This design comes from an exercise in tuning for small area on the open sky130 flow, not from production work. RTL that was checked went through simulation tests only; none was proved equivalent to the original. No activity file was given, so power comes from the tool's default toggle rates. No driver is modelled on the clock port, so clocking that relies on it looks cheaper here than on a real chip.

==> flow/design.v (excerpt) <==
module adc_top (
    input  wire                clk,
    input  wire                rstn,
    input  wire signed [4:0]   dat_in,
    output wire                clk_vld_out,
    output wire signed [31:0]  dat_out
);
    reg  [8:0] cnt;       
    reg  [5:0] ph;        
    reg        clr;       
    reg        vld;
    always @(posedge clk or negedge rstn) begin
        if (!rstn) begin
            cnt <= 9'd0;
            ph  <= 6'd0;
            clr <= 1'b1;
            vld <= 1'b0;
        end else begin
            cnt <= cnt + 9'd1;
            ph  <= (ph == 6'd34) ? 6'd0 : ph + 6'd1;
            if (ph == 6'd34)
                clr <= 1'b0;
            vld <= (cnt == 9'd452);
        end
    end
    wire rend = (ph == 6'd34);         
    wire cap  = (cnt[5:0] == 6'd1);    
    reg       cpend;
    reg [2:0] ckk;
    reg       e0v, e1e, e2e, e3v, e3w, e4v;
    reg [2:0] e0k;
    reg [1:0] e1k, e2k;
  ...
For scale: about 3200 flip-flops, roughly 83000 um^2 of cells after synthesis.
Settings: LEC_CHECK=0, CAP_MARGIN=20, CORE_MARGIN=2, CORE_UTILIZATION=65, CTS_CLUSTER_DIAMETER=80, CTS_CLUSTER_SIZE=34, PLACE_DENSITY=0.8, SLEW_MARGIN=20; clock period 30.0 ns.
run.sh (not shown) runs the stock make flow with config.mk's settings and CLKGATE_MAP_FILE= SYNTH_SCRIPT=/design/flow/synth_recipe.tcl, a recipe that flattens the netlist after the stock synthesis.
Next try:
- CTS_CLUSTER_DIAMETER: 80 -> 100
- CTS_CLUSTER_SIZE: 34 -> 30
- PLACE_DENSITY: 0.8 -> 0.85
The changed run finished clean.
Critical path depth is unchanged.
Setup slack degrades by 0.030 ns.
Cell count hardly moves.
Count of clock-buffer cells in the layout rises by 16.
Design area barely changes.
Worst hold slack degrades by 0.0054 ns.
Power falls by 0.45%.
No run of this note included a check of the RTL's function; only the layout flow was run.

adc_top, a different RTL version from the one above (not shown whole).
Size: about 3,300 flip-flops, ~40 I/O pins, about 0.083 mm^2 of cells after synthesis.
==> flow/config.mk <==
export PLATFORM = sky130hd
export DESIGN_NAME = adc_top
export DESIGN_NICKNAME = adc_top
export VERILOG_FILES = /design/flow/design.v
export SDC_FILE = /design/flow/constraint.sdc
export NUM_CORES = 8
export LEC_CHECK = 0
export CAP_MARGIN = 20
export CORE_MARGIN = 2
export CORE_UTILIZATION = 40
export SLEW_MARGIN = 20
==> flow/constraint.sdc <==
create_clock -name core_clock -period 30.0 [get_ports {clk}]
set_input_delay 6.0000 -clock core_clock [delete_from_list [all_inputs] [get_ports {clk}]]
set_output_delay 6.0000 -clock core_clock [all_outputs]
set_load 0.01 [all_outputs]
Rerun with:
--- a/flow/config.mk
+++ b/flow/config.mk
@@ -10,0 +11,2 @@
+export CTS_CLUSTER_DIAMETER = 120
+export CTS_CLUSTER_SIZE = 28
- The new run went through all stages and came out clean
- combinational power hardly moves
- routed wire length shrinks by 4.8%
- power went down by 20%
- synthesized cell count is unchanged
- maximum frequency is lower by 0.64%
- die area stays the same
- core utilization falls by 3.2 points

north:
adc_top, a different RTL version from the one above (not shown whole).
Size in the first run: ~5300 cells after synthesis, about 3200 flip-flops, about 0.081 mm² of cells after synthesis.
==> flow/config.mk <==
export PLATFORM = sky130hd
export DESIGN_NAME = adc_top
export DESIGN_NICKNAME = adc_top
export VERILOG_FILES = /design/flow/design.v
export SDC_FILE = /design/flow/constraint.sdc
export NUM_CORES = 8
export LEC_CHECK = 0
export ABC_AREA = 1
export CAP_MARGIN = 20
export CORE_MARGIN = 2
export CORE_UTILIZATION = 50
export CTS_CLUSTER_DIAMETER = 90
export CTS_CLUSTER_SIZE = 32
export SLEW_MARGIN = 20
==> flow/constraint.sdc <==
create_clock -name core_clock -period 30.0 [get_ports {clk}]
set_input_delay 6.0000 -clock core_clock [delete_from_list [all_inputs] [get_ports {clk}]]
set_output_delay 6.0000 -clock core_clock [all_outputs]
set_load 0.01 [all_outputs]
standard.sh (not shown) runs the stock make flow with config.mk's settings and CLKGATE_MAP_FILE= SYNTH_SCRIPT=/design/flow/synth_recipe.tcl, a recipe that flattens the netlist after the stock synthesis.
==> flow/flow/run.sh <==
#!/bin/bash
# The standard layout (standard.sh, unchanged synthesis and steps) with two
# changes: the port buffers are buf_1 cells, and clock tree synthesis inserts
# no dummy loads.  Each tool's output goes to standard.log.
set -euo pipefail
export BUFFER_PORTS_ARGS="-buffer_cell sky130_fd_sc_hd__buf_1"
export CTS_ARGS="-sink_clustering_enable -repair_clock_nets -sink_clustering_size 34 -sink_clustering_max_diameter 90 -dont_use_dummy_load"
bash standard.sh > standard.log 2>&1
--- input diff north..south ---
- swapping 50 for 60 in CORE_UTILIZATION
==> flow/run.sh (new file) <==
#!/bin/bash
# synth_recipe.tcl (not shown) runs the flow's synth.tcl, then flattens the netlist and writes it again
# the make line also repeats each setting of config.mk as NAME=value (left out here)
make -C /OpenROAD-flow-scripts/flow DESIGN_CONFIG=/design/flow/config.mk WORK_HOME=/design/flow/orfs CLKGATE_MAP_FILE= SYNTH_SCRIPT=/design/flow/synth_recipe.tcl finish
removed: flow/flow/run.sh
removed: flow/standard.sh
==> notes.md <==
Compared to north, south has minimum clock period after layout 0.37 ns higher. From north to south the numbers moved as follows: first-pass GRT wire length lower; overall power after layout higher.
Relative to south, the following input files were edited for east:
==> flow/flow/run.sh (new file) <==
#!/bin/bash
# The standard layout (standard.sh, unchanged synthesis and steps) with two
# changes: the port buffers are buf_1 cells, and clock tree synthesis inserts
# no dummy loads.  Each tool's output goes to standard.log.
set -euo pipefail
export BUFFER_PORTS_ARGS="-buffer_cell sky130_fd_sc_hd__buf_1"
export CTS_ARGS="-sink_clustering_enable -repair_clock_nets -sink_clustering_size 32 -sink_clustering_max_diameter 90 -dont_use_dummy_load"
bash standard.sh > standard.log 2>&1
==> flow/standard.sh (new file) <==
#!/bin/bash
# synth_recipe.tcl (not shown) runs the flow's synth.tcl, then flattens the netlist and writes it again
# the make line also repeats each setting of config.mk as NAME=value (left out here)
make -C /OpenROAD-flow-scripts/flow DESIGN_CONFIG=/design/flow/config.mk WORK_HOME=/design/flow/orfs CLKGATE_MAP_FILE= SYNTH_SCRIPT=/design/flow/synth_recipe.tcl "${@:-finish}"
removed: flow/run.sh
==> comparison <==
east vs. south: period utilization went down by 1.2 points.
| worst supply voltage drop on vdd | east vs south | better |
Run comparison: east uppermost metal layer occupied by signal nets met5; south uppermost metal layer occupied by signal nets met4
On met1 routing resource usage after global routing, south and east are neck and neck.
On east: number of antenna violations at the first check in global routing is 3 lower than what south gave.
Comparing east against south, there is no change at all in buffers plus inverters on the worst setup path.
In east, the first-iteration DRC count came out 0.47% above the value in south.
south has a higher final-layout worst hold slack than east.
Against south, east comes in 26% higher on routed length on met3.
Looking at number of non-clock buffers in the layout, east sits 1 lower than south does.
--- input diff east..west ---
==> flow/flow/run.sh <==
#!/bin/bash
# The standard layout (standard.sh, unchanged synthesis and steps) with two
# changes: the port buffers are buf_1 cells, and clock tree synthesis inserts
# no dummy loads.  Each tool's output goes to standard.log.
set -euo pipefail
export BUFFER_PORTS_ARGS="-buffer_cell sky130_fd_sc_hd__buf_1"
export CTS_ARGS="-sink_clustering_enable -repair_clock_nets -sink_clustering_size 34 -sink_clustering_max_diameter 90 -dont_use_dummy_load"
bash standard.sh > standard.log 2>&1
==> notes.md <==
As far as sequential share of layout area is concerned, east and west perform about the same. east -> west: wire length flat. Setup slack: east vs west — no meaningful difference. Final worst-path cycle share: west vs east, no meaningful difference. The top layer used by detailed routing comes out met5 in one run and met4 in the other, namely in east and west respectively. Looking at west and east, the cell area is a wash. Between west and east, the difference in cell leakage power is negligible. Compared with east, in west buffer depth of the longest clock path ~0 delta, per-cell routed wire length saw little to no change, placed wire-length estimate level. Compare west and east | clock latency at the later pin of the worst-skew pair higher: west. west and east ended up with nearly the same clock power.
[inputs] middle vs west
==> flow/flow/run.sh <==
#!/bin/bash
# The standard layout (standard.sh, unchanged synthesis and steps) with two
# changes: the port buffers are buf_1 cells, and clock tree synthesis inserts
# no dummy loads.  Each tool's output goes to standard.log.
set -euo pipefail
export BUFFER_PORTS_ARGS="-buffer_cell sky130_fd_sc_hd__buf_1"
export CTS_ARGS="-sink_clustering_enable -repair_clock_nets -sink_clustering_size 33 -sink_clustering_max_diameter 110 -dont_use_dummy_load"
bash standard.sh > standard.log 2>&1
- middle did not stop at any stage, and its layout met the timing, design-rule and antenna checks.
- On first-pass GRT wire length, west tracks middle almost exactly.
- As far as fraction of synthesis flops using an asynchronous set or reset pin goes, middle and west are indistinguishable; the numbers are identical.
- | final setup skew | middle vs west | better |
- For the time the worst path needs with I/O delays and setup, middle came in 0.011 ns higher than west did.
- middle against west: worst setup slack went down 0.011 ns, global-route usage held, setup-violating endpoint count in the final report held.

[afterwards: timing with drivers on the ports]
No port has a modelled driver above. Below, the same layouts with a new extraction and two added sets of constraints. Step 1: set_driving_cell puts a clkbuf_16 on clk and a buf_2 on each other input, an assumption about the parent block. Step 2 also shifts input and output timing later by t, the mid clock arrival at the registers, as if the neighbouring blocks saw the same clock. Slacks: ideal / step 1 / step 2; pairs: ideal / step 1.
run	t, ns	slack for setup (ns)	worst setup path after step 2	slew at the worst register clock pin (ns)
the first run of note 1	0.829	9.692 / 9.735 / 8.906	input to register	0.12 / 0.12
the second run of note 1	0.839	9.662 / 9.711 / 8.872	input to register	0.12 / 0.12
the first run of note 2	0.972	9.981 / 10.045 / 9.073	input to register	0.07 / 0.07
the second run of note 2	0.889	9.852 / 9.915 / 9.025	input to register	0.12 / 0.12
north	0.812	10.305 / 10.365 / 9.552	input to register	0.12 / 0.12
south	0.822	9.931 / 9.978 / 9.156	input to register	0.12 / 0.12
east	0.790	10.290 / 10.347 / 9.557	input to register	0.12 / 0.12
west	0.793	10.289 / 10.345 / 9.552	input to register	0.12 / 0.12
middle	0.787	10.279 / 10.335 / 9.548	input to register	0.12 / 0.12
After both steps setup and hold are still met in every run listed. The setup slack of the first run of note 2, which loses most, moves by +0.064 ns with the drivers and by -0.908 ns with both steps.
